From an optimization exercise on the open Yosys and OpenROAD flow, aimed at small area; shortcuts taken in it are not production practice. At most, simulation tests tie the RTL to the original design; equivalence was not proved. No functional check of the RTL was part of run 2.

==> flow/design.v (outline; a module is shown in full before it is edited, if it fits) <==
// module cordic_fa: 6 lines
// module cordic_ha: 6 lines
// module cordic_cct: 6 lines
// module cordic_cci: 6 lines
// module cordic_pipelined: 1957 lines
module cordic_pipelined(clk, z0, xn, yn);
  // ...
==> flow/flow/run.sh <==
#!/bin/bash
# The standard layout (standard.sh: ORFS from synthesis through finish), with two changes:
#  - the input/output port buffers are made from the smallest buffer cell;
#  - synthesis maps the logic with an area-oriented ABC script (flow/abc_area_map.script)
#    in place of ORFS's abc_speed.script. Everything else in synthesis is ORFS's own
#    (run from a copy of ORFS's scripts folder in which only that one file differs).
set -e
rm -rf orfs_scripts
cp -r "$FLOW_HOME/scripts" orfs_scripts
cp flow/abc_area_map.script orfs_scripts/abc_speed.script
export SCRIPTS_DIR="$PWD/orfs_scripts"
export BUFFER_PORTS_ARGS="-buffer_cell sky130_fd_sc_hd__buf_1"
cp standard.sh standard_sh.txt
bash standard.sh > standard.log 2>&1
==> flow/flow/abc_area_map.script <==
strash
dch
map -a
strash
dch
map -a
topo
stime -c
buffer -c
upsize -c
dnsize -c
==> flow/standard.sh <==
#!/bin/bash
# synth_recipe.tcl (not shown) runs the flow's synth.tcl, then flattens the netlist and writes it again
# the make line also repeats each setting of config.mk as NAME=value (left out here)
make -C /OpenROAD-flow-scripts/flow DESIGN_CONFIG=/design/flow/config.mk WORK_HOME=/design/flow/orfs CLKGATE_MAP_FILE= SYNTH_SCRIPT=/design/flow/synth_recipe.tcl "${@:-finish}"
==> flow/config.mk <==
export PLATFORM = sky130hd
export DESIGN_NAME = cordic_pipelined
export DESIGN_NICKNAME = cordic_pipelined
export VERILOG_FILES = /design/flow/design.v
export SDC_FILE = /design/flow/constraint.sdc
export NUM_CORES = 4
export LEC_CHECK = 0
export CAP_MARGIN = 20
export CORE_MARGIN = 2
export CORE_UTILIZATION = 60
export CTS_BUF_LIST = sky130_fd_sc_hd__clkbuf_8
export CTS_CLUSTER_DIAMETER = 100
export CTS_CLUSTER_SIZE = 18
export SLEW_MARGIN = 20
export SYNTH_HIERARCHICAL = 1
==> flow/constraint.sdc <==
create_clock -name core_clock -period 5.0 [get_ports {clk}]
set_input_delay 1.0000 -clock core_clock [delete_from_list [all_inputs] [get_ports {clk}]]
set_output_delay 1.0000 -clock core_clock [all_outputs]
set_load 0.01 [all_outputs]
==> impl_metrics.env, run 1 <==
export IMPL_largest_cell_class="multi-input combinational cells"
export IMPL_cts_sinks=293
export IMPL_synth_seq_area_share=0.411
export IMPL_setup_worst_path_start="yt6_16_p7"
export IMPL_ys_warnings_count=7
export IMPL_fp_row_count=56
export IMPL_routed_wl_mm=26.7
export IMPL_clk_pin_slew_worst_paths_ns=0.11
export IMPL_path_buf_inv=1
export IMPL_chipHeight_um=158
export IMPL_cts_tree="done"
export IMPL_synth_compound_area_frac=0.0655
export IMPL_syn_area_mm2=0.0143
export IMPL_cts_buffer_depth=3
export IMPL_status="complete, no violations"
export IMPL_synth_mux_area_frac=0
export IMPL_synth_edf_count=0
export IMPL_holdPathStages=0
export IMPL_nonClockInverterCount=126
export IMPL_finalNonFillerCells=1590
export IMPL_wl_met3_um=949
export IMPL_final_nets=1552
export IMPL_grt_max_degree=28
export IMPL_n_sequential_cell=293
export IMPL_rr_worst_depth=11
export IMPL_io_buffers=49
export IMPL_grt_pass1_vias=8273
export IMPL_tap_cell_count=319
export IMPL_gp_congestion=0.947
export IMPL_core_mm2=0.0234
==> run 2, diff against run 1 <==
--- a/flow/design.v
+++ b/flow/design.v
@@ -866,7 +866,6 @@
   localparam [31:0] TY17 = 32'haaaaaaaa;
-  wire [4:0] ta_c4 = {d4_p4,d3_p4,d2_p4,d1_p4,d0_p4};
   wire [4:0] ta_c5 = {d4_p5,d3_p5,d2_p5,d1_p5,d0_p5};
   wire [4:0] ta_c6 = {d4_p6,d3_p6,d2_p6,d1_p6,d0_p6};
-  assign lx0 = TX0[ta_c4];
-  assign lx1 = TX1[ta_c4];
+  assign lx0 = TX0[ta_c5];
+  assign lx1 = TX1[ta_c5];
   assign lx2 = TX2[ta_c5];
@@ -874,3 +873,3 @@
   assign lx4 = TX4[ta_c5];
-  assign lx5 = TX5[ta_c4];
+  assign lx5 = TX5[ta_c5];
   assign lx6 = TX6[ta_c5];
@@ -884,6 +883,6 @@
   assign lx14 = TX14[ta_c5];
-  assign lx15 = TX15[ta_c5];
-  assign lx16 = TX16[ta_c5];
+  assign lx15 = TX15[ta_c6];
+  assign lx16 = TX16[ta_c6];
   assign lx17 = TX17[ta_c6];
-  assign ly0 = TY0[ta_c4];
+  assign ly0 = TY0[ta_c5];
   assign ly1 = TY1[ta_c5];
@@ -892,4 +891,4 @@
   assign ly4 = TY4[ta_c5];
-  assign ly5 = TY5[ta_c4];
-  assign ly6 = TY6[ta_c4];
+  assign ly5 = TY5[ta_c5];
+  assign ly6 = TY6[ta_c5];
   assign ly7 = TY7[ta_c5];
@@ -900,9 +899,9 @@
   assign ly12 = TY12[ta_c5];
-  assign ly13 = TY13[ta_c5];
-  assign ly14 = TY14[ta_c5];
-  assign ly15 = TY15[ta_c5];
-  assign ly16 = TY16[ta_c5];
+  assign ly13 = TY13[ta_c6];
+  assign ly14 = TY14[ta_c6];
+  assign ly15 = TY15[ta_c6];
+  assign ly16 = TY16[ta_c6];
   assign ly17 = TY17[ta_c6];
-  assign xt5_0 = lx0_p5 ^ f_p5;
-  assign xt5_1 = lx1_p5 ^ f_p5;
+  assign xt5_0 = lx0 ^ f_p5;
+  assign xt5_1 = lx1 ^ f_p5;
   assign xt5_2 = lx2 ^ f_p5;
@@ -910,3 +909,3 @@
   assign xt5_4 = lx4 ^ f_p5;
-  assign xt5_5 = lx5_p5 ^ f_p5;
+  assign xt5_5 = lx5 ^ f_p5;
   assign xt5_6 = lx6 ^ f_p5;
@@ -917,10 +916,10 @@
   assign xt5_11 = lx11 ^ f_p5;
-  assign xt5_12 = lx12 ^ f_p5;
-  assign xt5_13 = lx13 ^ f_p5;
+  assign xt5_12 = lx12_p6 ^ f_p6;
+  assign xt5_13 = lx13_p6 ^ f_p6;
   assign xt5_14 = lx14_p6 ^ f_p6;
-  assign xt5_15 = lx15_p6 ^ f_p6;
-  assign xt5_16 = lx16_p6 ^ f_p6;
+  assign xt5_15 = lx15 ^ f_p6;
+  assign xt5_16 = lx16 ^ f_p6;
   assign xt5_17 = lx17 ^ f_p6;
   assign q5_1 = ~(f_p5 ^ d5_p5);
-  assign yt5_0 = ly0_p5 ^ q5_1;
+  assign yt5_0 = ly0 ^ q5_1;
   assign q5_2 = ~(f_p5 ^ d5_p5);
@@ -934,5 +933,5 @@
   assign q5_6 = ~(f_p5 ^ d5_p5);
-  assign yt5_5 = ly5_p5 ^ q5_6;
+  assign yt5_5 = ly5 ^ q5_6;
   assign q5_7 = ~(f_p5 ^ d5_p5);
-  assign yt5_6 = ly6_p5 ^ q5_7;
+  assign yt5_6 = ly6 ^ q5_7;
   assign q5_8 = ~(f_p5 ^ d5_p5);
@@ -944,15 +943,15 @@
   assign q5_11 = ~(f_p5 ^ d5_p5);
-  assign yt5_10 = ly10 ^ q5_11;
-  assign q5_12 = ~(f_p5 ^ d5_p5);
-  assign yt5_11 = ly11 ^ q5_12;
-  assign q5_13 = ~(f_p5 ^ d5_p5);
-  assign yt5_12 = ly12 ^ q5_13;
-  assign q5_14 = ~(f_p5 ^ d5_p5);
+  assign yt5_10 = ly10_p6 ^ q5_11_p6;
+  assign q5_12 = ~(f_p6 ^ d5_p6);
+  assign yt5_11 = ly11_p6 ^ q5_12;
+  assign q5_13 = ~(f_p6 ^ d5_p6);
+  assign yt5_12 = ly12_p6 ^ q5_13;
+  assign q5_14 = ~(f_p6 ^ d5_p6);
   assign yt5_13 = ly13 ^ q5_14;
   assign q5_15 = ~(f_p6 ^ d5_p6);
-  assign yt5_14 = ly14_p6 ^ q5_15;
+  assign yt5_14 = ly14 ^ q5_15;
   assign q5_16 = ~(f_p6 ^ d5_p6);
-  assign yt5_15 = ly15_p6 ^ q5_16;
+  assign yt5_15 = ly15 ^ q5_16;
   assign q5_17 = ~(f_p6 ^ d5_p6);
-  assign yt5_16 = ly16_p6 ^ q5_17;
+  assign yt5_16 = ly16 ^ q5_17;
   assign q5_18 = ~(f_p6 ^ d5_p6);
@@ -965,6 +964,6 @@
   cordic_fa u95 (.a(xt5_4), .b(yt5_9), .c(ax5_c4), .s(ax5_s4), .co(ax5_c5));
-  cordic_fa u96 (.a(xt5_5), .b(yt5_10), .c(ax5_c5), .s(ax5_s5), .co(ax5_c6));
-  cordic_fa u97 (.a(xt5_6), .b(yt5_11), .c(ax5_c6), .s(ax5_s6), .co(ax5_c7));
-  cordic_fa u98 (.a(xt5_7), .b(yt5_12), .c(ax5_c7), .s(ax5_s7), .co(ax5_c8));
-  cordic_fa u99 (.a(xt5_8_p6), .b(yt5_13_p6), .c(ax5_c8_p6), .s(ax5_s8), .co(ax5_c9));
+  cordic_fa u96 (.a(xt5_5_p6), .b(yt5_10), .c(ax5_c5_p6), .s(ax5_s5), .co(ax5_c6));
+  cordic_fa u97 (.a(xt5_6_p6), .b(yt5_11), .c(ax5_c6), .s(ax5_s6), .co(ax5_c7));
+  cordic_fa u98 (.a(xt5_7_p6), .b(yt5_12), .c(ax5_c7), .s(ax5_s7), .co(ax5_c8));
+  cordic_fa u99 (.a(xt5_8_p6), .b(yt5_13), .c(ax5_c8), .s(ax5_s8), .co(ax5_c9));
   cordic_fa u100 (.a(xt5_9_p6), .b(yt5_14), .c(ax5_c9), .s(ax5_s9), .co(ax5_c10));
@@ -972,8 +971,8 @@
   cordic_fa u102 (.a(xt5_11_p6), .b(yt5_16), .c(ax5_c11), .s(ax5_s11), .co(ax5_c12));
-  cordic_fa u103 (.a(xt5_12_p6), .b(yt5_17), .c(ax5_c12), .s(ax5_s12), .co(ax5_c13));
-  cordic_fa u104 (.a(xt5_13_p6), .b(yt5_17), .c(ax5_c13), .s(ax5_s13), .co(ax5_c14));
+  cordic_fa u103 (.a(xt5_12), .b(yt5_17), .c(ax5_c12), .s(ax5_s12), .co(ax5_c13));
+  cordic_fa u104 (.a(xt5_13), .b(yt5_17), .c(ax5_c13), .s(ax5_s13), .co(ax5_c14));
   cordic_fa u105 (.a(xt5_14), .b(yt5_17), .c(ax5_c14), .s(ax5_s14), .co(ax5_c15));
-  cordic_fa u106 (.a(xt5_15), .b(yt5_17), .c(ax5_c15), .s(ax5_s15), .co(ax5_c16));
-  cordic_fa u107 (.a(xt5_16), .b(yt5_17), .c(ax5_c16), .s(ax5_s16), .co(ax5_c17));
-  cordic_fa u108 (.a(xt5_17), .b(yt5_17), .c(ax5_c17), .s(ax5_s17), .co(ax5_c18));
+  cordic_fa u106 (.a(xt5_15_p7), .b(yt5_17_p7), .c(ax5_c15_p7), .s(ax5_s15), .co(ax5_c16));
+  cordic_fa u107 (.a(xt5_16_p7), .b(yt5_17_p7), .c(ax5_c16), .s(ax5_s16), .co(ax5_c17));
+  cordic_fa u108 (.a(xt5_17_p7), .b(yt5_17_p7), .c(ax5_c17), .s(ax5_s17), .co(ax5_c18));
   assign xi5_5 = ~xt5_5;
@@ -984,5 +983,5 @@
   assign xi5_10 = ~xt5_10;
-  assign xi5_11 = ~xt5_11;
+  assign xi5_11 = ~xt5_11_p6;
   assign xi5_12 = ~xt5_12;
-  assign xi5_13 = ~xt5_13_p6;
+  assign xi5_13 = ~xt5_13;
   assign xi5_14 = ~xt5_14;
@@ -998,18 +997,18 @@
   cordic_fa u128 (.a(yt5_5), .b(xi5_10), .c(ay5_c5), .s(ay5_s5), .co(ay5_c6));
-  cordic_fa u129 (.a(yt5_6), .b(xi5_11), .c(ay5_c6), .s(ay5_s6), .co(ay5_c7));
-  cordic_fa u130 (.a(yt5_7), .b(xi5_12), .c(ay5_c7), .s(ay5_s7), .co(ay5_c8));
-  cordic_fa u131 (.a(yt5_8_p6), .b(xi5_13), .c(ay5_c8_p6), .s(ay5_s8), .co(ay5_c9));
+  cordic_fa u129 (.a(yt5_6_p6), .b(xi5_11), .c(ay5_c6_p6), .s(ay5_s6), .co(ay5_c7));
+  cordic_fa u130 (.a(yt5_7_p6), .b(xi5_12), .c(ay5_c7), .s(ay5_s7), .co(ay5_c8));
+  cordic_fa u131 (.a(yt5_8_p6), .b(xi5_13), .c(ay5_c8), .s(ay5_s8), .co(ay5_c9));
   cordic_fa u132 (.a(yt5_9_p6), .b(xi5_14), .c(ay5_c9), .s(ay5_s9), .co(ay5_c10));
-  cordic_fa u133 (.a(yt5_10_p6), .b(xi5_15), .c(ay5_c10), .s(ay5_s10), .co(ay5_c11));
-  cordic_fa u134 (.a(yt5_11_p6), .b(xi5_16), .c(ay5_c11), .s(ay5_s11), .co(ay5_c12));
-  cordic_fa u135 (.a(yt5_12_p6), .b(xi5_17), .c(ay5_c12), .s(ay5_s12), .co(ay5_c13));
-  cordic_fa u136 (.a(yt5_13_p6), .b(xi5_17), .c(ay5_c13), .s(ay5_s13), .co(ay5_c14));
+  cordic_fa u133 (.a(yt5_10), .b(xi5_15), .c(ay5_c10), .s(ay5_s10), .co(ay5_c11));
+  cordic_fa u134 (.a(yt5_11), .b(xi5_16), .c(ay5_c11), .s(ay5_s11), .co(ay5_c12));
+  cordic_fa u135 (.a(yt5_12), .b(xi5_17), .c(ay5_c12), .s(ay5_s12), .co(ay5_c13));
+  cordic_fa u136 (.a(yt5_13), .b(xi5_17), .c(ay5_c13), .s(ay5_s13), .co(ay5_c14));
   cordic_fa u137 (.a(yt5_14), .b(xi5_17), .c(ay5_c14), .s(ay5_s14), .co(ay5_c15));
   cordic_fa u138 (.a(yt5_15), .b(xi5_17), .c(ay5_c15), .s(ay5_s15), .co(ay5_c16));
-  cordic_fa u139 (.a(yt5_16), .b(xi5_17), .c(ay5_c16), .s(ay5_s16), .co(ay5_c17));
-  cordic_fa u140 (.a(yt5_17), .b(xi5_17), .c(ay5_c17), .s(ay5_s17), .co(ay5_c18));
-  assign e5_21 = d5_p5 ^ d6_p5;
-  assign yt6_0 = ay5_s0 ^ e5_21;
-  assign e5_22 = d5_p5 ^ d6_p5;
-  assign yt6_1 = ay5_s1_p6 ^ e5_22_p6;
+  cordic_fa u139 (.a(yt5_16_p7), .b(xi5_17_p7), .c(ay5_c16_p7), .s(ay5_s16), .co(ay5_c17));
+  cordic_fa u140 (.a(yt5_17_p7), .b(xi5_17_p7), .c(ay5_c17), .s(ay5_s17), .co(ay5_c18));
+  assign e5_21 = d5_p6 ^ d6_p6;
+  assign yt6_0 = ay5_s0_p6 ^ e5_21;
+  assign e5_22 = d5_p6 ^ d6_p6;
+  assign yt6_1 = ay5_s1_p6 ^ e5_22;
   assign e5_23 = d5_p6 ^ d6_p6;
@@ -1022,6 +1021,6 @@
   assign yt6_5 = ay5_s5_p6 ^ e5_26;
-  assign e5_27 = d5_p5 ^ d6_p5;
+  assign e5_27 = d5_p6 ^ d6_p6;
   assign yt6_6 = ay5_s6 ^ e5_27;
   assign e5_28 = d5_p6 ^ d6_p6;
-  assign yt6_7 = ay5_s7_p6 ^ e5_28;
+  assign yt6_7 = ay5_s7 ^ e5_28;
   assign e5_29 = d5_p6 ^ d6_p6;
@@ -1041,9 +1040,9 @@
   assign e5_36 = d5_p6 ^ d6_p6;
-  assign yt6_15 = ay5_s15 ^ e5_36;
-  assign e5_37 = d5_p6 ^ d6_p6;
+  assign yt6_15 = ay5_s15_p7 ^ e5_36_p7;
+  assign e5_37 = d5_p7 ^ d6_p7;
   assign yt6_16 = ay5_s16 ^ e5_37;
   assign e5_38 = d5_p7 ^ d6_p7;
-  assign yt6_17 = ay5_s17_p7 ^ e5_38;
-  assign q6_39 = ~(f_p5 ^ d6_p5);
-  cordic_fa u178 (.a(ax5_s0_p6), .b(yt6_6_p6), .c(q6_39_p6), .s(ax6_s0), .co(ax6_c1));
+  assign yt6_17 = ay5_s17 ^ e5_38;
+  assign q6_39 = ~(f_p6 ^ d6_p6);
+  cordic_fa u178 (.a(ax5_s0_p6), .b(yt6_6), .c(q6_39), .s(ax6_s0), .co(ax6_c1));
   cordic_fa u179 (.a(ax5_s1_p6), .b(yt6_7), .c(ax6_c1), .s(ax6_s1), .co(ax6_c2));
@@ -1052,8 +1051,8 @@
   cordic_fa u182 (.a(ax5_s4_p6), .b(yt6_10), .c(ax6_c4), .s(ax6_s4), .co(ax6_c5));
-  cordic_fa u183 (.a(ax5_s5_p6), .b(yt6_11), .c(ax6_c5), .s(ax6_s5), .co(ax6_c6));
-  cordic_fa u184 (.a(ax5_s6_p6), .b(yt6_12), .c(ax6_c6), .s(ax6_s6), .co(ax6_c7));
-  cordic_fa u185 (.a(ax5_s7_p6), .b(yt6_13), .c(ax6_c7), .s(ax6_s7), .co(ax6_c8));
+  cordic_fa u183 (.a(ax5_s5), .b(yt6_11), .c(ax6_c5), .s(ax6_s5), .co(ax6_c6));
+  cordic_fa u184 (.a(ax5_s6), .b(yt6_12), .c(ax6_c6), .s(ax6_s6), .co(ax6_c7));
+  cordic_fa u185 (.a(ax5_s7), .b(yt6_13), .c(ax6_c7), .s(ax6_s7), .co(ax6_c8));
   cordic_fa u186 (.a(ax5_s8), .b(yt6_14), .c(ax6_c8), .s(ax6_s8), .co(ax6_c9));
-  cordic_fa u187 (.a(ax5_s9), .b(yt6_15), .c(ax6_c9), .s(ax6_s9), .co(ax6_c10));
-  cordic_fa u188 (.a(ax5_s10_p7), .b(yt6_16_p7), .c(ax6_c10_p7), .s(ax6_s10), .co(ax6_c11));
+  cordic_fa u187 (.a(ax5_s9_p7), .b(yt6_15), .c(ax6_c9_p7), .s(ax6_s9), .co(ax6_c10));
+  cordic_fa u188 (.a(ax5_s10_p7), .b(yt6_16), .c(ax6_c10), .s(ax6_s10), .co(ax6_c11));
   cordic_fa u189 (.a(ax5_s11_p7), .b(yt6_17), .c(ax6_c11), .s(ax6_s11), .co(ax6_c12));
@@ -1062,7 +1061,7 @@
   cordic_fa u192 (.a(ax5_s14_p7), .b(yt6_17), .c(ax6_c14), .s(ax6_s14), .co(ax6_c15));
-  cordic_fa u193 (.a(ax5_s15_p7), .b(yt6_17), .c(ax6_c15), .s(ax6_s15), .co(ax6_c16));
-  cordic_fa u194 (.a(ax5_s16_p7), .b(yt6_17), .c(ax6_c16), .s(ax6_s16), .co(ax6_c17));
-  cordic_fa u195 (.a(ax5_s17_p7), .b(yt6_17), .c(ax6_c17), .s(ax6_s17), .co(ax6_c18));
+  cordic_fa u193 (.a(ax5_s15), .b(yt6_17), .c(ax6_c15), .s(ax6_s15), .co(ax6_c16));
+  cordic_fa u194 (.a(ax5_s16), .b(yt6_17), .c(ax6_c16), .s(ax6_s16), .co(ax6_c17));
+  cordic_fa u195 (.a(ax5_s17), .b(yt6_17), .c(ax6_c17), .s(ax6_s17), .co(ax6_c18));
   assign xi6_6 = ~ax5_s6;
-  assign xi6_7 = ~ax5_s7_p6;
+  assign xi6_7 = ~ax5_s7;
   assign xi6_8 = ~ax5_s8;
@@ -1073,9 +1072,9 @@
   assign xi6_13 = ~ax5_s13;
-  assign xi6_14 = ~ax5_s14;
+  assign xi6_14 = ~ax5_s14_p7;
   assign xi6_15 = ~ax5_s15;
   assign xi6_16 = ~ax5_s16;
-  assign xi6_17 = ~ax5_s17_p7;
-  assign nf_40 = ~f_p5;
+  assign xi6_17 = ~ax5_s17;
+  assign nf_40 = ~f_p6;
   cordic_fa u209 (.a(yt6_0), .b(xi6_6), .c(nf_40), .s(ay6_s0), .co(ay6_c1));
-  cordic_fa u210 (.a(yt6_1), .b(xi6_7), .c(ay6_c1_p6), .s(ay6_s1), .co(ay6_c2));
+  cordic_fa u210 (.a(yt6_1), .b(xi6_7), .c(ay6_c1), .s(ay6_s1), .co(ay6_c2));
   cordic_fa u211 (.a(yt6_2), .b(xi6_8), .c(ay6_c2), .s(ay6_s2), .co(ay6_c3));
@@ -1084,8 +1083,8 @@
   cordic_fa u214 (.a(yt6_5), .b(xi6_11), .c(ay6_c5), .s(ay6_s5), .co(ay6_c6));
-  cordic_fa u215 (.a(yt6_6_p6), .b(xi6_12), .c(ay6_c6), .s(ay6_s6), .co(ay6_c7));
+  cordic_fa u215 (.a(yt6_6), .b(xi6_12), .c(ay6_c6), .s(ay6_s6), .co(ay6_c7));
   cordic_fa u216 (.a(yt6_7), .b(xi6_13), .c(ay6_c7), .s(ay6_s7), .co(ay6_c8));
-  cordic_fa u217 (.a(yt6_8), .b(xi6_14), .c(ay6_c8), .s(ay6_s8), .co(ay6_c9));
-  cordic_fa u218 (.a(yt6_9), .b(xi6_15), .c(ay6_c9), .s(ay6_s9), .co(ay6_c10));
-  cordic_fa u219 (.a(yt6_10), .b(xi6_16), .c(ay6_c10), .s(ay6_s10), .co(ay6_c11));
-  cordic_fa u220 (.a(yt6_11_p7), .b(xi6_17), .c(ay6_c11_p7), .s(ay6_s11), .co(ay6_c12));
+  cordic_fa u217 (.a(yt6_8_p7), .b(xi6_14), .c(ay6_c8_p7), .s(ay6_s8), .co(ay6_c9));
+  cordic_fa u218 (.a(yt6_9_p7), .b(xi6_15), .c(ay6_c9), .s(ay6_s9), .co(ay6_c10));
+  cordic_fa u219 (.a(yt6_10_p7), .b(xi6_16), .c(ay6_c10), .s(ay6_s10), .co(ay6_c11));
+  cordic_fa u220 (.a(yt6_11_p7), .b(xi6_17), .c(ay6_c11), .s(ay6_s11), .co(ay6_c12));
   cordic_fa u221 (.a(yt6_12_p7), .b(xi6_17), .c(ay6_c12), .s(ay6_s12), .co(ay6_c13));
@@ -1093,11 +1092,11 @@
   cordic_fa u223 (.a(yt6_14_p7), .b(xi6_17), .c(ay6_c14), .s(ay6_s14), .co(ay6_c15));
-  cordic_fa u224 (.a(yt6_15_p7), .b(xi6_17), .c(ay6_c15), .s(ay6_s15), .co(ay6_c16));
-  cordic_fa u225 (.a(yt6_16_p7), .b(xi6_17), .c(ay6_c16), .s(ay6_s16), .co(ay6_c17));
+  cordic_fa u224 (.a(yt6_15), .b(xi6_17), .c(ay6_c15), .s(ay6_s15), .co(ay6_c16));
+  cordic_fa u225 (.a(yt6_16), .b(xi6_17), .c(ay6_c16), .s(ay6_s16), .co(ay6_c17));
   cordic_fa u226 (.a(yt6_17), .b(xi6_17), .c(ay6_c17), .s(ay6_s17), .co(ay6_c18));
   assign e6_41 = d6_p6 ^ d7_p6;
-  assign yt7_0 = ay6_s0_p6 ^ e6_41;
-  assign e6_42 = d6_p6 ^ d7_p6;
-  assign yt7_1 = ay6_s1 ^ e6_42;
-  assign e6_43 = d6_p6 ^ d7_p6;
-  assign yt7_2 = ay6_s2_p7 ^ e6_43_p7;
+  assign yt7_0 = ay6_s0 ^ e6_41;
+  assign e6_42 = d6_p7 ^ d7_p7;
+  assign yt7_1 = ay6_s1_p7 ^ e6_42;
+  assign e6_43 = d6_p7 ^ d7_p7;
+  assign yt7_2 = ay6_s2_p7 ^ e6_43;
   assign e6_44 = d6_p7 ^ d7_p7;
@@ -1110,10 +1109,10 @@
   assign yt7_6 = ay6_s6_p7 ^ e6_47;
-  assign e6_48 = d6_p6 ^ d7_p6;
-  assign yt7_7 = ay6_s7 ^ e6_48;
-  assign e6_49 = d6_p6 ^ d7_p6;
+  assign e6_48 = d6_p7 ^ d7_p7;
+  assign yt7_7 = ay6_s7_p7 ^ e6_48;
+  assign e6_49 = d6_p7 ^ d7_p7;
   assign yt7_8 = ay6_s8 ^ e6_49;
-  assign e6_50 = d6_p6 ^ d7_p6;
+  assign e6_50 = d6_p7 ^ d7_p7;
   assign yt7_9 = ay6_s9 ^ e6_50;
   assign e6_51 = d6_p7 ^ d7_p7;
-  assign yt7_10 = ay6_s10_p7 ^ e6_51;
+  assign yt7_10 = ay6_s10 ^ e6_51;
   assign e6_52 = d6_p7 ^ d7_p7;
@@ -1131,7 +1130,7 @@
   assign e6_58 = d6_p7 ^ d7_p7;
-  assign yt7_17 = ay6_s17 ^ e6_58;
-  assign q7_59 = ~(f_p6 ^ d7_p6);
-  cordic_fa u264 (.a(ax6_s0), .b(yt7_7), .c(q7_59), .s(ax7_s0), .co(ax7_c1));
-  cordic_fa u265 (.a(ax6_s1), .b(yt7_8), .c(ax7_c1), .s(ax7_s1), .co(ax7_c2));
-  cordic_fa u266 (.a(ax6_s2_p7), .b(yt7_9_p7), .c(ax7_c2_p7), .s(ax7_s2), .co(ax7_c3));
+  assign yt7_17 = ay6_s17_p8 ^ e6_58_p8;
+  assign q7_59 = ~(f_p7 ^ d7_p7);
+  cordic_fa u264 (.a(ax6_s0_p7), .b(yt7_7), .c(q7_59), .s(ax7_s0), .co(ax7_c1));
+  cordic_fa u265 (.a(ax6_s1_p7), .b(yt7_8), .c(ax7_c1), .s(ax7_s1), .co(ax7_c2));
+  cordic_fa u266 (.a(ax6_s2_p7), .b(yt7_9), .c(ax7_c2), .s(ax7_s2), .co(ax7_c3));
   cordic_fa u267 (.a(ax6_s3_p7), .b(yt7_10), .c(ax7_c3), .s(ax7_s3), .co(ax7_c4));
@@ -1142,14 +1141,14 @@
   cordic_fa u272 (.a(ax6_s8_p7), .b(yt7_15), .c(ax7_c8), .s(ax7_s8), .co(ax7_c9));
-  cordic_fa u273 (.a(ax6_s9_p7), .b(yt7_16), .c(ax7_c9), .s(ax7_s9), .co(ax7_c10));
-  cordic_fa u274 (.a(ax6_s10), .b(yt7_17), .c(ax7_c10), .s(ax7_s10), .co(ax7_c11));
-  cordic_fa u275 (.a(ax6_s11), .b(yt7_17), .c(ax7_c11), .s(ax7_s11), .co(ax7_c12));
-  cordic_fa u276 (.a(ax6_s12_p8), .b(yt7_17_p8), .c(ax7_c12_p8), .s(ax7_s12), .co(ax7_c13));
-  cordic_fa u277 (.a(ax6_s13_p8), .b(yt7_17_p8), .c(ax7_c13), .s(ax7_s13), .co(ax7_c14));
-  cordic_fa u278 (.a(ax6_s14_p8), .b(yt7_17_p8), .c(ax7_c14), .s(ax7_s14), .co(ax7_c15));
-  cordic_fa u279 (.a(ax6_s15_p8), .b(yt7_17_p8), .c(ax7_c15), .s(ax7_s15), .co(ax7_c16));
-  cordic_fa u280 (.a(ax6_s16_p8), .b(yt7_17_p8), .c(ax7_c16), .s(ax7_s16), .co(ax7_c17));
-  cordic_fa u281 (.a(ax6_s17_p8), .b(yt7_17_p8), .c(ax7_c17), .s(ax7_s17), .co(ax7_c18));
-  assign xi7_7 = ~ax6_s7;
-  assign xi7_8 = ~ax6_s8;
-  assign xi7_9 = ~ax6_s9_p7;
+  cordic_fa u273 (.a(ax6_s9), .b(yt7_16), .c(ax7_c9), .s(ax7_s9), .co(ax7_c10));
+  cordic_fa u274 (.a(ax6_s10_p8), .b(yt7_17), .c(ax7_c10_p8), .s(ax7_s10), .co(ax7_c11));
+  cordic_fa u275 (.a(ax6_s11_p8), .b(yt7_17), .c(ax7_c11), .s(ax7_s11), .co(ax7_c12));
+  cordic_fa u276 (.a(ax6_s12_p8), .b(yt7_17), .c(ax7_c12), .s(ax7_s12), .co(ax7_c13));
+  cordic_fa u277 (.a(ax6_s13_p8), .b(yt7_17), .c(ax7_c13), .s(ax7_s13), .co(ax7_c14));
+  cordic_fa u278 (.a(ax6_s14_p8), .b(yt7_17), .c(ax7_c14), .s(ax7_s14), .co(ax7_c15));
+  cordic_fa u279 (.a(ax6_s15_p8), .b(yt7_17), .c(ax7_c15), .s(ax7_s15), .co(ax7_c16));
+  cordic_fa u280 (.a(ax6_s16_p8), .b(yt7_17), .c(ax7_c16), .s(ax7_s16), .co(ax7_c17));
+  cordic_fa u281 (.a(ax6_s17_p8), .b(yt7_17), .c(ax7_c17), .s(ax7_s17), .co(ax7_c18));
+  assign xi7_7 = ~ax6_s7_p7;
+  assign xi7_8 = ~ax6_s8_p7;
+  assign xi7_9 = ~ax6_s9;
   assign xi7_10 = ~ax6_s10;
@@ -1162,6 +1161,6 @@
   assign xi7_17 = ~ax6_s17;
-  assign nf_60 = ~f_p6;
-  cordic_fa u294 (.a(yt7_0), .b(xi7_7), .c(nf_60), .s(ay7_s0), .co(ay7_c1));
+  assign nf_60 = ~f_p7;
+  cordic_fa u294 (.a(yt7_0_p7), .b(xi7_7), .c(nf_60), .s(ay7_s0), .co(ay7_c1));
   cordic_fa u295 (.a(yt7_1), .b(xi7_8), .c(ay7_c1), .s(ay7_s1), .co(ay7_c2));
-  cordic_fa u296 (.a(yt7_2), .b(xi7_9), .c(ay7_c2_p7), .s(ay7_s2), .co(ay7_c3));
+  cordic_fa u296 (.a(yt7_2), .b(xi7_9), .c(ay7_c2), .s(ay7_s2), .co(ay7_c3));
   cordic_fa u297 (.a(yt7_3), .b(xi7_10), .c(ay7_c3), .s(ay7_s3), .co(ay7_c4));
@@ -1170,8 +1169,8 @@
   cordic_fa u300 (.a(yt7_6), .b(xi7_13), .c(ay7_c6), .s(ay7_s6), .co(ay7_c7));
-  cordic_fa u301 (.a(yt7_7_p7), .b(xi7_14), .c(ay7_c7), .s(ay7_s7), .co(ay7_c8));
-  cordic_fa u302 (.a(yt7_8_p7), .b(xi7_15), .c(ay7_c8), .s(ay7_s8), .co(ay7_c9));
-  cordic_fa u303 (.a(yt7_9_p7), .b(xi7_16), .c(ay7_c9), .s(ay7_s9), .co(ay7_c10));
+  cordic_fa u301 (.a(yt7_7), .b(xi7_14), .c(ay7_c7), .s(ay7_s7), .co(ay7_c8));
+  cordic_fa u302 (.a(yt7_8), .b(xi7_15), .c(ay7_c8), .s(ay7_s8), .co(ay7_c9));
+  cordic_fa u303 (.a(yt7_9), .b(xi7_16), .c(ay7_c9), .s(ay7_s9), .co(ay7_c10));
   cordic_fa u304 (.a(yt7_10), .b(xi7_17), .c(ay7_c10), .s(ay7_s10), .co(ay7_c11));
-  cordic_fa u305 (.a(yt7_11), .b(xi7_17), .c(ay7_c11), .s(ay7_s11), .co(ay7_c12));
-  cordic_fa u306 (.a(yt7_12_p8), .b(xi7_17_p8), .c(ay7_c12_p8), .s(ay7_s12), .co(ay7_c13));
+  cordic_fa u305 (.a(yt7_11_p8), .b(xi7_17_p8), .c(ay7_c11_p8), .s(ay7_s11), .co(ay7_c12));
+  cordic_fa u306 (.a(yt7_12_p8), .b(xi7_17_p8), .c(ay7_c12), .s(ay7_s12), .co(ay7_c13));
   cordic_fa u307 (.a(yt7_13_p8), .b(xi7_17_p8), .c(ay7_c13), .s(ay7_s13), .co(ay7_c14));
@@ -1180,11 +1179,11 @@
   cordic_fa u310 (.a(yt7_16_p8), .b(xi7_17_p8), .c(ay7_c16), .s(ay7_s16), .co(ay7_c17));
-  cordic_fa u311 (.a(yt7_17_p8), .b(xi7_17_p8), .c(ay7_c17), .s(ay7_s17), .co(ay7_c18));
+  cordic_fa u311 (.a(yt7_17), .b(xi7_17_p8), .c(ay7_c17), .s(ay7_s17), .co(ay7_c18));
   assign e7_61 = d7_p7 ^ d8_p7;
-  assign yt8_0 = ay7_s0_p7 ^ e7_61;
-  assign e7_62 = d7_p7 ^ d8_p7;
-  assign yt8_1 = ay7_s1_p7 ^ e7_62;
-  assign e7_63 = d7_p7 ^ d8_p7;
-  assign yt8_2 = ay7_s2 ^ e7_63;
-  assign e7_64 = d7_p7 ^ d8_p7;
-  assign yt8_3 = ay7_s3_p8 ^ e7_64_p8;
+  assign yt8_0 = ay7_s0 ^ e7_61;
+  assign e7_62 = d7_p8 ^ d8_p8;
+  assign yt8_1 = ay7_s1_p8 ^ e7_62;
+  assign e7_63 = d7_p8 ^ d8_p8;
+  assign yt8_2 = ay7_s2_p8 ^ e7_63;
+  assign e7_64 = d7_p8 ^ d8_p8;
+  assign yt8_3 = ay7_s3_p8 ^ e7_64;
   assign e7_65 = d7_p8 ^ d8_p8;
@@ -1201,6 +1200,6 @@
   assign yt8_9 = ay7_s9 ^ e7_70;
-  assign e7_71 = d7_p7 ^ d8_p7;
-  assign yt8_10 = ay7_s10 ^ e7_71;
+  assign e7_71 = d7_p8 ^ d8_p8;
+  assign yt8_10 = ay7_s10_p8 ^ e7_71;
   assign e7_72 = d7_p8 ^ d8_p8;
-  assign yt8_11 = ay7_s11_p8 ^ e7_72;
+  assign yt8_11 = ay7_s11 ^ e7_72;
   assign e7_73 = d7_p8 ^ d8_p8;
@@ -1218,5 +1217,5 @@
   assign q8_79 = ~(f_p7 ^ d8_p7);
-  cordic_fa u349 (.a(ax7_s0_p7), .b(yt8_8), .c(q8_79), .s(ax8_s0), .co(ax8_c1));
-  cordic_fa u350 (.a(ax7_s1_p7), .b(yt8_9), .c(ax8_c1), .s(ax8_s1), .co(ax8_c2));
-  cordic_fa u351 (.a(ax7_s2_p8), .b(yt8_10_p8), .c(ax8_c2_p8), .s(ax8_s2), .co(ax8_c3));
+  cordic_fa u349 (.a(ax7_s0), .b(yt8_8), .c(q8_79), .s(ax8_s0), .co(ax8_c1));
+  cordic_fa u350 (.a(ax7_s1_p8), .b(yt8_9_p8), .c(ax8_c1_p8), .s(ax8_s1), .co(ax8_c2));
+  cordic_fa u351 (.a(ax7_s2_p8), .b(yt8_10), .c(ax8_c2), .s(ax8_s2), .co(ax8_c3));
   cordic_fa u352 (.a(ax7_s3_p8), .b(yt8_11), .c(ax8_c3), .s(ax8_s3), .co(ax8_c4));
@@ -1228,4 +1227,4 @@
   cordic_fa u358 (.a(ax7_s9_p8), .b(yt8_17), .c(ax8_c9), .s(ax8_s9), .co(ax8_c10));
-  cordic_fa u359 (.a(ax7_s10_p8), .b(yt8_17), .c(ax8_c10), .s(ax8_s10), .co(ax8_c11));
-  cordic_fa u360 (.a(ax7_s11_p8), .b(yt8_17), .c(ax8_c11), .s(ax8_s11), .co(ax8_c12));
+  cordic_fa u359 (.a(ax7_s10), .b(yt8_17), .c(ax8_c10), .s(ax8_s10), .co(ax8_c11));
+  cordic_fa u360 (.a(ax7_s11), .b(yt8_17), .c(ax8_c11), .s(ax8_s11), .co(ax8_c12));
   cordic_fa u361 (.a(ax7_s12_p9), .b(yt8_17_p9), .c(ax8_c12_p9), .s(ax8_s12), .co(ax8_c13));
@@ -1236,6 +1235,6 @@
   cordic_fa u366 (.a(ax7_s17_p9), .b(yt8_17_p9), .c(ax8_c17), .s(ax8_s17), .co(ax8_c18));
-  assign xi8_8 = ~ax7_s8;
-  assign xi8_9 = ~ax7_s9;
+  assign xi8_8 = ~ax7_s8_p8;
+  assign xi8_9 = ~ax7_s9_p8;
   assign xi8_10 = ~ax7_s10;
-  assign xi8_11 = ~ax7_s11_p8;
+  assign xi8_11 = ~ax7_s11;
   assign xi8_12 = ~ax7_s12;
@@ -1246,7 +1245,7 @@
   assign xi8_17 = ~ax7_s17;
-  assign nf_80 = ~f_p7;
-  cordic_fa u378 (.a(yt8_0), .b(xi8_8), .c(nf_80), .s(ay8_s0), .co(ay8_c1));
+  assign nf_80 = ~f_p8;
+  cordic_fa u378 (.a(yt8_0_p8), .b(xi8_8), .c(nf_80), .s(ay8_s0), .co(ay8_c1));
   cordic_fa u379 (.a(yt8_1), .b(xi8_9), .c(ay8_c1), .s(ay8_s1), .co(ay8_c2));
   cordic_fa u380 (.a(yt8_2), .b(xi8_10), .c(ay8_c2), .s(ay8_s2), .co(ay8_c3));
-  cordic_fa u381 (.a(yt8_3), .b(xi8_11), .c(ay8_c3_p8), .s(ay8_s3), .co(ay8_c4));
+  cordic_fa u381 (.a(yt8_3), .b(xi8_11), .c(ay8_c3), .s(ay8_s3), .co(ay8_c4));
   cordic_fa u382 (.a(yt8_4), .b(xi8_12), .c(ay8_c4), .s(ay8_s4), .co(ay8_c5));
@@ -1257,6 +1256,6 @@
   cordic_fa u387 (.a(yt8_9_p8), .b(xi8_17), .c(ay8_c9), .s(ay8_s9), .co(ay8_c10));
-  cordic_fa u388 (.a(yt8_10_p8), .b(xi8_17), .c(ay8_c10), .s(ay8_s10), .co(ay8_c11));
-  cordic_fa u389 (.a(yt8_11), .b(xi8_17), .c(ay8_c11), .s(ay8_s11), .co(ay8_c12));
-  cordic_fa u390 (.a(yt8_12), .b(xi8_17), .c(ay8_c12), .s(ay8_s12), .co(ay8_c13));
-  cordic_fa u391 (.a(yt8_13_p9), .b(xi8_17_p9), .c(ay8_c13_p9), .s(ay8_s13), .co(ay8_c14));
+  cordic_fa u388 (.a(yt8_10), .b(xi8_17), .c(ay8_c10), .s(ay8_s10), .co(ay8_c11));
+  cordic_fa u389 (.a(yt8_11_p9), .b(xi8_17_p9), .c(ay8_c11_p9), .s(ay8_s11), .co(ay8_c12));
+  cordic_fa u390 (.a(yt8_12_p9), .b(xi8_17_p9), .c(ay8_c12), .s(ay8_s12), .co(ay8_c13));
+  cordic_fa u391 (.a(yt8_13_p9), .b(xi8_17_p9), .c(ay8_c13), .s(ay8_s13), .co(ay8_c14));
   cordic_fa u392 (.a(yt8_14_p9), .b(xi8_17_p9), .c(ay8_c14), .s(ay8_s14), .co(ay8_c15));
@@ -1266,7 +1265,7 @@
   assign e8_81 = d8_p8 ^ d9_p8;
-  assign yt9_0 = ay8_s0_p8 ^ e8_81;
+  assign yt9_0 = ay8_s0 ^ e8_81;
   assign e8_82 = d8_p8 ^ d9_p8;
-  assign yt9_1 = ay8_s1_p8 ^ e8_82;
-  assign e8_83 = d8_p8 ^ d9_p8;
-  assign yt9_2 = ay8_s2_p9 ^ e8_83_p9;
+  assign yt9_1 = ay8_s1 ^ e8_82;
+  assign e8_83 = d8_p9 ^ d9_p9;
+  assign yt9_2 = ay8_s2_p9 ^ e8_83;
   assign e8_84 = d8_p9 ^ d9_p9;
@@ -1285,8 +1284,8 @@
   assign yt9_9 = ay8_s9 ^ e8_90;
-  assign e8_91 = d8_p8 ^ d9_p8;
-  assign yt9_10 = ay8_s10 ^ e8_91;
-  assign e8_92 = d8_p8 ^ d9_p8;
-  assign yt9_11 = ay8_s11_p9 ^ e8_92_p9;
+  assign e8_91 = d8_p9 ^ d9_p9;
+  assign yt9_10 = ay8_s10_p9 ^ e8_91;
+  assign e8_92 = d8_p9 ^ d9_p9;
+  assign yt9_11 = ay8_s11 ^ e8_92;
   assign e8_93 = d8_p9 ^ d9_p9;
-  assign yt9_12 = ay8_s12_p9 ^ e8_93;
+  assign yt9_12 = ay8_s12 ^ e8_93;
   assign e8_94 = d8_p9 ^ d9_p9;
@@ -1302,5 +1301,5 @@
   assign q9_99 = ~(f_p8 ^ d9_p8);
-  cordic_fa u433 (.a(ax8_s0_p8), .b(yt9_9), .c(q9_99), .s(ax9_s0), .co(ax9_c1));
-  cordic_fa u434 (.a(ax8_s1_p8), .b(yt9_10), .c(ax9_c1), .s(ax9_s1), .co(ax9_c2));
-  cordic_fa u435 (.a(ax8_s2_p9), .b(yt9_11), .c(ax9_c2_p9), .s(ax9_s2), .co(ax9_c3));
+  cordic_fa u433 (.a(ax8_s0_p9), .b(yt9_9_p9), .c(q9_99_p9), .s(ax9_s0), .co(ax9_c1));
+  cordic_fa u434 (.a(ax8_s1_p9), .b(yt9_10), .c(ax9_c1), .s(ax9_s1), .co(ax9_c2));
+  cordic_fa u435 (.a(ax8_s2_p9), .b(yt9_11), .c(ax9_c2), .s(ax9_s2), .co(ax9_c3));
   cordic_fa u436 (.a(ax8_s3_p9), .b(yt9_12), .c(ax9_c3), .s(ax9_s3), .co(ax9_c4));
@@ -1313,4 +1312,4 @@
   cordic_fa u443 (.a(ax8_s10_p9), .b(yt9_17), .c(ax9_c10), .s(ax9_s10), .co(ax9_c11));
-  cordic_fa u444 (.a(ax8_s11_p9), .b(yt9_17), .c(ax9_c11), .s(ax9_s11), .co(ax9_c12));
-  cordic_fa u445 (.a(ax8_s12_p10), .b(yt9_17_p10), .c(ax9_c12_p10), .s(ax9_s12), .co(ax9_c13));
+  cordic_fa u444 (.a(ax8_s11_p10), .b(yt9_17_p10), .c(ax9_c11_p10), .s(ax9_s11), .co(ax9_c12));
+  cordic_fa u445 (.a(ax8_s12_p10), .b(yt9_17_p10), .c(ax9_c12), .s(ax9_s12), .co(ax9_c13));
   cordic_fa u446 (.a(ax8_s13_p10), .b(yt9_17_p10), .c(ax9_c13), .s(ax9_s13), .co(ax9_c14));
@@ -1321,3 +1320,3 @@
   assign xi9_9 = ~ax8_s9;
-  assign xi9_10 = ~ax8_s10;
+  assign xi9_10 = ~ax8_s10_p9;
   assign xi9_11 = ~ax8_s11_p9;
@@ -1331,4 +1330,4 @@
   cordic_fa u461 (.a(yt9_0), .b(xi9_9), .c(nf_100), .s(ay9_s0), .co(ay9_c1));
-  cordic_fa u462 (.a(yt9_1), .b(xi9_10), .c(ay9_c1), .s(ay9_s1), .co(ay9_c2));
-  cordic_fa u463 (.a(yt9_2), .b(xi9_11), .c(ay9_c2_p9), .s(ay9_s2), .co(ay9_c3));
+  cordic_fa u462 (.a(yt9_1_p9), .b(xi9_10), .c(ay9_c1_p9), .s(ay9_s1), .co(ay9_c2));
+  cordic_fa u463 (.a(yt9_2), .b(xi9_11), .c(ay9_c2), .s(ay9_s2), .co(ay9_c3));
   cordic_fa u464 (.a(yt9_3), .b(xi9_12), .c(ay9_c3), .s(ay9_s3), .co(ay9_c4));
@@ -1340,3 +1339,3 @@
   cordic_fa u470 (.a(yt9_9_p9), .b(xi9_17), .c(ay9_c9), .s(ay9_s9), .co(ay9_c10));
-  cordic_fa u471 (.a(yt9_10_p9), .b(xi9_17), .c(ay9_c10), .s(ay9_s10), .co(ay9_c11));
+  cordic_fa u471 (.a(yt9_10), .b(xi9_17), .c(ay9_c10), .s(ay9_s10), .co(ay9_c11));
   cordic_fa u472 (.a(yt9_11), .b(xi9_17), .c(ay9_c11), .s(ay9_s11), .co(ay9_c12));
@@ -1351,3 +1350,3 @@
   assign nd9_102 = ~d9_p9;
-  assign yt10_1 = ay9_s1_p9 ^ nd9_102;
+  assign yt10_1 = ay9_s1 ^ nd9_102;
   assign nd9_103 = ~d9_p9;
@@ -1384,6 +1383,6 @@
   assign yt10_17 = ay9_s17 ^ nd9_118;
-  assign xno0 = ax9_s0_p9 ^ f_p9;
-  assign xnh1 = ax9_s0_p9 & f_p9;
-  assign xno1 = ax9_s1_p9 ^ xnh1;
-  assign xnh2 = ax9_s1_p9 & xnh1;
+  assign xno0 = ax9_s0 ^ f_p9;
+  assign xnh1 = ax9_s0 & f_p9;
+  assign xno1 = ax9_s1 ^ xnh1;
+  assign xnh2 = ax9_s1 & xnh1;
   assign xno2 = ax9_s2 ^ xnh2;
@@ -1406,4 +1405,4 @@
   assign xnh11 = ax9_s10_p10 & xnh10;
-  assign xn[11] = ax9_s11_p10 ^ xnh11;
-  assign xnh12 = ax9_s11_p10 & xnh11;
+  assign xn[11] = ax9_s11 ^ xnh11;
+  assign xnh12 = ax9_s11 & xnh11;
   assign xn[12] = ax9_s12 ^ xnh12;
@@ -1501,14 +1500,11 @@
   reg f_p9;
-  reg lx0_p5;
-  reg lx1_p5;
-  reg lx5_p5;
+  reg lx12_p6;
+  reg lx13_p6;
   reg lx14_p6;
-  reg lx15_p6;
-  reg lx16_p6;
-  reg ly0_p5;
-  reg ly5_p5;
-  reg ly6_p5;
-  reg ly14_p6;
-  reg ly15_p6;
-  reg ly16_p6;
+  reg ly10_p6;
+  reg ly11_p6;
+  reg ly12_p6;
+  reg xt5_5_p6;
+  reg xt5_6_p6;
+  reg xt5_7_p6;
   reg xt5_8_p6;
@@ -1517,10 +1513,12 @@
   reg xt5_11_p6;
-  reg xt5_12_p6;
-  reg xt5_13_p6;
+  reg xt5_15_p7;
+  reg xt5_16_p7;
+  reg xt5_17_p7;
+  reg yt5_6_p6;
+  reg yt5_7_p6;
   reg yt5_8_p6;
   reg yt5_9_p6;
-  reg yt5_10_p6;
-  reg yt5_11_p6;
-  reg yt5_12_p6;
-  reg yt5_13_p6;
+  reg q5_11_p6;
+  reg yt5_16_p7;
+  reg yt5_17_p7;
   reg ax5_s0_p6;
@@ -1530,6 +1528,4 @@
   reg ax5_s4_p6;
-  reg ax5_s5_p6;
-  reg ax5_s6_p6;
-  reg ax5_s7_p6;
-  reg ax5_c8_p6;
+  reg ax5_c5_p6;
+  reg ax5_s9_p7;
   reg ax5_s10_p7;
@@ -1539,5 +1535,5 @@
   reg ax5_s14_p7;
-  reg ax5_s15_p7;
-  reg ax5_s16_p7;
-  reg ax5_s17_p7;
+  reg ax5_c15_p7;
+  reg xi5_17_p7;
+  reg ay5_s0_p6;
   reg ay5_s1_p6;
@@ -1547,7 +1543,8 @@
   reg ay5_s5_p6;
-  reg ay5_s7_p6;
-  reg ay5_c8_p6;
-  reg ay5_s17_p7;
-  reg e5_22_p6;
-  reg yt6_6_p6;
+  reg ay5_c6_p6;
+  reg ay5_s15_p7;
+  reg ay5_c16_p7;
+  reg yt6_8_p7;
+  reg yt6_9_p7;
+  reg yt6_10_p7;
   reg yt6_11_p7;
@@ -1556,5 +1553,5 @@
   reg yt6_14_p7;
-  reg yt6_15_p7;
-  reg yt6_16_p7;
-  reg q6_39_p6;
+  reg e5_36_p7;
+  reg ax6_s0_p7;
+  reg ax6_s1_p7;
   reg ax6_s2_p7;
@@ -1566,4 +1563,5 @@
   reg ax6_s8_p7;
-  reg ax6_s9_p7;
-  reg ax6_c10_p7;
+  reg ax6_c9_p7;
+  reg ax6_s10_p8;
+  reg ax6_s11_p8;
   reg ax6_s12_p8;
@@ -1574,4 +1572,3 @@
   reg ax6_s17_p8;
-  reg ay6_s0_p6;
-  reg ay6_c1_p6;
+  reg ay6_s1_p7;
   reg ay6_s2_p7;
@@ -1581,8 +1578,7 @@
   reg ay6_s6_p7;
-  reg ay6_s10_p7;
-  reg ay6_c11_p7;
-  reg e6_43_p7;
-  reg yt7_7_p7;
-  reg yt7_8_p7;
-  reg yt7_9_p7;
+  reg ay6_s7_p7;
+  reg ay6_c8_p7;
+  reg ay6_s17_p8;
+  reg yt7_0_p7;
+  reg yt7_11_p8;
   reg yt7_12_p8;
@@ -1592,6 +1588,4 @@
   reg yt7_16_p8;
-  reg yt7_17_p8;
-  reg ax7_s0_p7;
-  reg ax7_s1_p7;
-  reg ax7_c2_p7;
+  reg e6_58_p8;
+  reg ax7_s1_p8;
   reg ax7_s2_p8;
@@ -1604,5 +1598,3 @@
   reg ax7_s9_p8;
-  reg ax7_s10_p8;
-  reg ax7_s11_p8;
-  reg ax7_c12_p8;
+  reg ax7_c10_p8;
   reg ax7_s12_p9;
@@ -1614,5 +1606,4 @@
   reg xi7_17_p8;
-  reg ay7_s0_p7;
-  reg ay7_s1_p7;
-  reg ay7_c2_p7;
+  reg ay7_s1_p8;
+  reg ay7_s2_p8;
   reg ay7_s3_p8;
@@ -1622,8 +1613,9 @@
   reg ay7_s7_p8;
-  reg ay7_s11_p8;
-  reg ay7_c12_p8;
-  reg e7_64_p8;
+  reg ay7_s10_p8;
+  reg ay7_c11_p8;
+  reg yt8_0_p8;
   reg yt8_8_p8;
   reg yt8_9_p8;
-  reg yt8_10_p8;
+  reg yt8_11_p9;
+  reg yt8_12_p9;
   reg yt8_13_p9;
@@ -1634,4 +1626,5 @@
   reg ax8_s0_p8;
-  reg ax8_s1_p8;
-  reg ax8_c2_p8;
+  reg ax8_s0_p9;
+  reg ax8_c1_p8;
+  reg ax8_s1_p9;
   reg ax8_s2_p9;
@@ -1646,2 +1639,3 @@
   reg ax8_s11_p9;
+  reg ax8_s11_p10;
   reg ax8_c12_p9;
@@ -1654,7 +1648,3 @@
   reg xi8_17_p9;
-  reg ay8_s0_p8;
-  reg ay8_s1_p8;
-  reg ay8_s2_p8;
   reg ay8_s2_p9;
-  reg ay8_c3_p8;
   reg ay8_s3_p9;
@@ -1665,9 +1655,6 @@
   reg ay8_s8_p9;
-  reg ay8_s11_p9;
-  reg ay8_s12_p9;
-  reg ay8_c13_p9;
-  reg e8_83_p9;
+  reg ay8_s10_p9;
+  reg ay8_c11_p9;
+  reg yt9_1_p9;
   reg yt9_9_p9;
-  reg yt9_10_p9;
-  reg e8_92_p9;
   reg yt9_12_p10;
@@ -1678,5 +1665,3 @@
   reg yt9_17_p10;
-  reg ax9_s0_p9;
-  reg ax9_s1_p9;
-  reg ax9_c2_p9;
+  reg q9_99_p9;
   reg ax9_s4_p10;
@@ -1688,8 +1673,6 @@
   reg ax9_s10_p10;
-  reg ax9_s11_p10;
-  reg ax9_c12_p10;
+  reg ax9_c11_p10;
   reg xi9_17_p10;
   reg ay9_s0_p9;
-  reg ay9_s1_p9;
-  reg ay9_c2_p9;
+  reg ay9_c1_p9;
   reg ay9_s5_p10;
@@ -1761,14 +1744,11 @@
     f_p9 <= f_p8;
-    lx0_p5 <= lx0;
-    lx1_p5 <= lx1;
-    lx5_p5 <= lx5;
+    lx12_p6 <= lx12;
+    lx13_p6 <= lx13;
     lx14_p6 <= lx14;
-    lx15_p6 <= lx15;
-    lx16_p6 <= lx16;
-    ly0_p5 <= ly0;
-    ly5_p5 <= ly5;
-    ly6_p5 <= ly6;
-    ly14_p6 <= ly14;
-    ly15_p6 <= ly15;
-    ly16_p6 <= ly16;
+    ly10_p6 <= ly10;
+    ly11_p6 <= ly11;
+    ly12_p6 <= ly12;
+    xt5_5_p6 <= xt5_5;
+    xt5_6_p6 <= xt5_6;
+    xt5_7_p6 <= xt5_7;
     xt5_8_p6 <= xt5_8;
@@ -1777,10 +1757,12 @@
     xt5_11_p6 <= xt5_11;
-    xt5_12_p6 <= xt5_12;
-    xt5_13_p6 <= xt5_13;
+    xt5_15_p7 <= xt5_15;
+    xt5_16_p7 <= xt5_16;
+    xt5_17_p7 <= xt5_17;
+    yt5_6_p6 <= yt5_6;
+    yt5_7_p6 <= yt5_7;
     yt5_8_p6 <= yt5_8;
     yt5_9_p6 <= yt5_9;
-    yt5_10_p6 <= yt5_10;
-    yt5_11_p6 <= yt5_11;
-    yt5_12_p6 <= yt5_12;
-    yt5_13_p6 <= yt5_13;
+    q5_11_p6 <= q5_11;
+    yt5_16_p7 <= yt5_16;
+    yt5_17_p7 <= yt5_17;
     ax5_s0_p6 <= ax5_s0;
@@ -1790,6 +1772,4 @@
     ax5_s4_p6 <= ax5_s4;
-    ax5_s5_p6 <= ax5_s5;
-    ax5_s6_p6 <= ax5_s6;
-    ax5_s7_p6 <= ax5_s7;
-    ax5_c8_p6 <= ax5_c8;
+    ax5_c5_p6 <= ax5_c5;
+    ax5_s9_p7 <= ax5_s9;
     ax5_s10_p7 <= ax5_s10;
@@ -1799,5 +1779,5 @@
     ax5_s14_p7 <= ax5_s14;
-    ax5_s15_p7 <= ax5_s15;
-    ax5_s16_p7 <= ax5_s16;
-    ax5_s17_p7 <= ax5_s17;
+    ax5_c15_p7 <= ax5_c15;
+    xi5_17_p7 <= xi5_17;
+    ay5_s0_p6 <= ay5_s0;
     ay5_s1_p6 <= ay5_s1;
@@ -1807,7 +1787,8 @@
     ay5_s5_p6 <= ay5_s5;
-    ay5_s7_p6 <= ay5_s7;
-    ay5_c8_p6 <= ay5_c8;
-    ay5_s17_p7 <= ay5_s17;
-    e5_22_p6 <= e5_22;
-    yt6_6_p6 <= yt6_6;
+    ay5_c6_p6 <= ay5_c6;
+    ay5_s15_p7 <= ay5_s15;
+    ay5_c16_p7 <= ay5_c16;
+    yt6_8_p7 <= yt6_8;
+    yt6_9_p7 <= yt6_9;
+    yt6_10_p7 <= yt6_10;
     yt6_11_p7 <= yt6_11;
@@ -1816,5 +1797,5 @@
     yt6_14_p7 <= yt6_14;
-    yt6_15_p7 <= yt6_15;
-    yt6_16_p7 <= yt6_16;
-    q6_39_p6 <= q6_39;
+    e5_36_p7 <= e5_36;
+    ax6_s0_p7 <= ax6_s0;
+    ax6_s1_p7 <= ax6_s1;
     ax6_s2_p7 <= ax6_s2;
@@ -1826,4 +1807,5 @@
     ax6_s8_p7 <= ax6_s8;
-    ax6_s9_p7 <= ax6_s9;
-    ax6_c10_p7 <= ax6_c10;
+    ax6_c9_p7 <= ax6_c9;
+    ax6_s10_p8 <= ax6_s10;
+    ax6_s11_p8 <= ax6_s11;
     ax6_s12_p8 <= ax6_s12;
@@ -1834,4 +1816,3 @@
     ax6_s17_p8 <= ax6_s17;
-    ay6_s0_p6 <= ay6_s0;
-    ay6_c1_p6 <= ay6_c1;
+    ay6_s1_p7 <= ay6_s1;
     ay6_s2_p7 <= ay6_s2;
@@ -1841,8 +1822,7 @@
     ay6_s6_p7 <= ay6_s6;
-    ay6_s10_p7 <= ay6_s10;
-    ay6_c11_p7 <= ay6_c11;
-    e6_43_p7 <= e6_43;
-    yt7_7_p7 <= yt7_7;
-    yt7_8_p7 <= yt7_8;
-    yt7_9_p7 <= yt7_9;
+    ay6_s7_p7 <= ay6_s7;
+    ay6_c8_p7 <= ay6_c8;
+    ay6_s17_p8 <= ay6_s17;
+    yt7_0_p7 <= yt7_0;
+    yt7_11_p8 <= yt7_11;
     yt7_12_p8 <= yt7_12;
@@ -1852,6 +1832,4 @@
     yt7_16_p8 <= yt7_16;
-    yt7_17_p8 <= yt7_17;
-    ax7_s0_p7 <= ax7_s0;
-    ax7_s1_p7 <= ax7_s1;
-    ax7_c2_p7 <= ax7_c2;
+    e6_58_p8 <= e6_58;
+    ax7_s1_p8 <= ax7_s1;
     ax7_s2_p8 <= ax7_s2;
@@ -1864,5 +1842,3 @@
     ax7_s9_p8 <= ax7_s9;
-    ax7_s10_p8 <= ax7_s10;
-    ax7_s11_p8 <= ax7_s11;
-    ax7_c12_p8 <= ax7_c12;
+    ax7_c10_p8 <= ax7_c10;
     ax7_s12_p9 <= ax7_s12;
@@ -1874,5 +1850,4 @@
     xi7_17_p8 <= xi7_17;
-    ay7_s0_p7 <= ay7_s0;
-    ay7_s1_p7 <= ay7_s1;
-    ay7_c2_p7 <= ay7_c2;
+    ay7_s1_p8 <= ay7_s1;
+    ay7_s2_p8 <= ay7_s2;
     ay7_s3_p8 <= ay7_s3;
@@ -1882,8 +1857,9 @@
     ay7_s7_p8 <= ay7_s7;
-    ay7_s11_p8 <= ay7_s11;
-    ay7_c12_p8 <= ay7_c12;
-    e7_64_p8 <= e7_64;
+    ay7_s10_p8 <= ay7_s10;
+    ay7_c11_p8 <= ay7_c11;
+    yt8_0_p8 <= yt8_0;
     yt8_8_p8 <= yt8_8;
     yt8_9_p8 <= yt8_9;
-    yt8_10_p8 <= yt8_10;
+    yt8_11_p9 <= yt8_11;
+    yt8_12_p9 <= yt8_12;
     yt8_13_p9 <= yt8_13;
@@ -1894,4 +1870,5 @@
     ax8_s0_p8 <= ax8_s0;
-    ax8_s1_p8 <= ax8_s1;
-    ax8_c2_p8 <= ax8_c2;
+    ax8_s0_p9 <= ax8_s0_p8;
+    ax8_c1_p8 <= ax8_c1;
+    ax8_s1_p9 <= ax8_s1;
     ax8_s2_p9 <= ax8_s2;
@@ -1906,2 +1883,3 @@
     ax8_s11_p9 <= ax8_s11;
+    ax8_s11_p10 <= ax8_s11_p9;
     ax8_c12_p9 <= ax8_c12;
@@ -1914,7 +1892,3 @@
     xi8_17_p9 <= xi8_17;
-    ay8_s0_p8 <= ay8_s0;
-    ay8_s1_p8 <= ay8_s1;
-    ay8_s2_p8 <= ay8_s2;
-    ay8_s2_p9 <= ay8_s2_p8;
-    ay8_c3_p8 <= ay8_c3;
+    ay8_s2_p9 <= ay8_s2;
     ay8_s3_p9 <= ay8_s3;
@@ -1925,9 +1899,6 @@
     ay8_s8_p9 <= ay8_s8;
-    ay8_s11_p9 <= ay8_s11;
-    ay8_s12_p9 <= ay8_s12;
-    ay8_c13_p9 <= ay8_c13;
-    e8_83_p9 <= e8_83;
+    ay8_s10_p9 <= ay8_s10;
+    ay8_c11_p9 <= ay8_c11;
+    yt9_1_p9 <= yt9_1;
     yt9_9_p9 <= yt9_9;
-    yt9_10_p9 <= yt9_10;
-    e8_92_p9 <= e8_92;
     yt9_12_p10 <= yt9_12;
@@ -1938,5 +1909,3 @@
     yt9_17_p10 <= yt9_17;
-    ax9_s0_p9 <= ax9_s0;
-    ax9_s1_p9 <= ax9_s1;
-    ax9_c2_p9 <= ax9_c2;
+    q9_99_p9 <= q9_99;
     ax9_s4_p10 <= ax9_s4;
@@ -1948,8 +1917,6 @@
     ax9_s10_p10 <= ax9_s10;
-    ax9_s11_p10 <= ax9_s11;
-    ax9_c12_p10 <= ax9_c12;
+    ax9_c11_p10 <= ax9_c11;
     xi9_17_p10 <= xi9_17;
     ay9_s0_p9 <= ay9_s0;
-    ay9_s1_p9 <= ay9_s1;
-    ay9_c2_p9 <= ay9_c2;
+    ay9_c1_p9 <= ay9_c1;
     ay9_s5_p10 <= ay9_s5;
==> flow/flow/run.sh (replaced) <==
#!/bin/bash
# The standard layout (standard.sh: ORFS synthesis through finish, unchanged),
# except that the input/output port buffers are made from the smallest buffer cell.
cp standard.sh standard_sh.txt
export BUFFER_PORTS_ARGS="-buffer_cell sky130_fd_sc_hd__buf_1"
bash standard.sh > standard.log 2>&1
removed: flow/flow/abc_area_map.script
==> impl_metrics.env, run 2 <==
export IMPL_status="complete, no violations"
export IMPL_ys_flop_type="dfxtp_1"
export IMPL_synth_compound_area_frac=0.0768
export IMPL_grt_max_degree=30
export IMPL_fin_area_mm2=0.0158
export IMPL_tightest_slew_ns=0.686
export IMPL_cts_sinks=281
export IMPL_cp_data_required_time_ns=5.42
export IMPL_hold_slack_ns=0.334
export IMPL_rsz0062_at_grt="yes"
export IMPL_period_needed_ns=4.89
export IMPL_max_freq_ghz=0.205
export IMPL_syn_area_mm2=0.0144
export IMPL_skew_ns=0.0175
export IMPL_grt_pass1_wl_mm=42.7
export IMPL_finalCritPeriodShare=0.977
export IMPL_chipWidth_um=159
export IMPL_gp_congestion=0.932
export IMPL_synth_area_leaders="dfxtp_1 (39%), fa_1 (26%), xnor2_1 (8.9%)"
export IMPL_rr_worst_depth=11
export IMPL_maxSlewViolCount=0
export IMPL_setup_violations=0
export IMPL_chipHeight_um=159
export IMPL_fp_row_count=56
export IMPL_top_register="z1_r1"
export IMPL_drcViolationCount=0
export IMPL_synth_edf_count=0
export IMPL_fin_util=0.674
export IMPL_cts_max_level=1
export IMPL_synth_seq_area_share=0.392
export IMPL_cap_violations=0
export IMPL_cts_tree="done"
export IMPL_min_path_type="flip-flop to flip-flop"
export IMPL_synth_mux_area_frac=0.0213
export IMPL_synth_top_area_cell="dfxtp_1"
export IMPL_cts_root_buffer="clkbuf_8"
export IMPL_grt_total_usage=0.211
export IMPL_firstDrtPassIters=7
export IMPL_crit_type="flip-flop to flip-flop"
export IMPL_crit_path_max_fanout=2
export IMPL_async_reset_ff_frac=0
export IMPL_syn_to_final_growth_pct=10.2
export IMPL_grt_overflow_total=0
export IMPL_critPathCaptureType="flip-flop"
export IMPL_holdPathStages=0
export IMPL_initial_core_util=0.612
export IMPL_core_mm2=0.0235
export IMPL_drive_gt1_frac=0.160
export IMPL_num_vias=8012
export IMPL_hold_viol_final=0
export IMPL_grt_pass1_vias=8587
export IMPL_final_cell_mix="dfxtp_1 (271), xnor2_1 (137), fa_1 (136), inv_1 (85), buf_4 (84)"
export IMPL_clk_pin_slew_worst_paths_ns=0.11
export IMPL_ff2ff_setup_slack_ns=0.11
export IMPL_synth_nets=1439
export IMPL_cts_buffer_depth=3
export IMPL_min_from="d1_p4"
export IMPL_max_slew_margin_rel=0.542
export IMPL_antenna_found_initial=0
export IMPL_die_area_mm2=0.0252
export IMPL_wire_per_inst_um=15.9
export IMPL_io_buffers=49
export IMPL_final_nets=1545
export IMPL_routed_wl_mm=25.3
export IMPL_ys_warnings_count=7
export IMPL_mostFrequentLayoutCell="dfxtp_1"
export IMPL_cts_made_buffers=19
export IMPL_synth_top_family_by_area="adder cells"
export IMPL_tns_ns=0
run 2: cell types whose count changed after synthesis, sizes merged, moves of 10 or more:
cell / delta
xor2: -108
nand2: -19
inv: -38
dfxtp: -12
nand2b: +10
buf: +11
nor2: -14
xnor2: +111
run 2: how the worst max path moves through the flow:
stage | startpoint | to | slack (ns) | cells after the start
after floorplan | yt5_17_p7 | ax7_s9_p8 | -0.005 | 12
after global placement | xt5_15_p7 | ax7_s9_p8 | -0.15 | 12
after detailed placement | xt5_15_p7 | ax7_s9_p8 | -0.17 | 12
after CTS | d8_p8 | ax8_s11_p9 | 0.001 | 12
after global routing | xt5_11_p6 | ax6_s8_p7 | -0.03 | 12
final | yt9_9_p9 | ax9_s10_p10 | 0.11 | 11
run 2: routing by layer:
layer	track usage	vias up	wire, um
met3	0.0243	48	733
met5	0	-	0
li1	-	3959	-
met1	0.232	3860	9540
met2	0.418	145	14200
met4	0.0705	0	813
run 2: stage by stage:
step,setup WS (ns),instances
floorplan,-0.00495,1161
global placement,-0.154,1556
detailed placement,-0.175,1556
CTS,0.00108,1579
global route,-0.0278,1586
finish,0.114,1586
run 2: critical path, stage by stage (launching register included):
cell and delay, ns:
dfxtp_1 0.35, fa_1 0.42, fa_1 0.41, fa_1 0.40
fa_1 0.39, fa_1 0.39, fa_1 0.39, fa_1 0.41
fa_1 0.42, fa_2 0.38, fa_1 0.39, fa_1 0.42
run 2: cells by family (layout without fill, tap and decap cells):
family / Yosys count / after routing
adders and majority gates: 264 / 264
and+or+nand+nor: 125 / 125
AOI/OAI and AO/OA: 171 / 171
muxes: 20 / 20
buffers and inverters: 137 / 243
DFF: 281 / 281
xor gates and xnor gates: 163 / 163
run 2: layout make-up:
| type | count | area, um2 |
|---|---|---|
| Clock buffer | 19 | 262 |
| Clock inverter | 2 | 16.3 |
| Fill cell | 1819 | 7650 |
| Inverter | 88 | 330 |
| Multi-Input combinational cell | 743 | 8330 |
| Sequential cell | 281 | 5640 |
| Tap cell | 319 | 399 |
| Timing Repair Buffer | 134 | 837 |
run 2: Yosys stat by module (local to each module, per instance):
module / cell area, um2 / copies in the design
cordic_pipelined: 10800 / 1
cordic_fa: 20.0 / 180
run 2: repair_timing:
action | in CTS | in global routing
resized for setup | 21 | 40
gates cloned | 0 | 0
setup buffers | 2 | 7
pin swaps | 5 | 14
endpoints found under the setup margin | 9 | 19

-- what the ideal ports hide --
How much do the figures lean on ideal ports? The routed layouts below were timed once more, with nothing changed but the port constraints.
Step 1 sets driving cells, clkbuf_16 on the clock port and buf_2 on the other inputs (assumed; they add their load-dependent delay and slew).
Step 2, shift: input delay + t, output delay - t, t = (earliest + latest rising clock arrival at the registers) / 2. This alone moves slack from input paths to output paths.
Slacks: ideal ports / drivers / drivers and shift; pairs: ideal ports / drivers.
run | t, ns | setup slack, ns | clock arrival spread, ns | worst slew at a driven data input, ns | cell pins on the clock port's net
run 1 | 0.567 | 0.171 / 0.171 / 0.171 | 0.037 / 0.038 | 0.03 | 1
run 2 | 0.576 | 0.114 / 0.114 / 0.114 | 0.022 / 0.022 | 0.03 | 1
After both steps setup and hold are still met in every run listed.
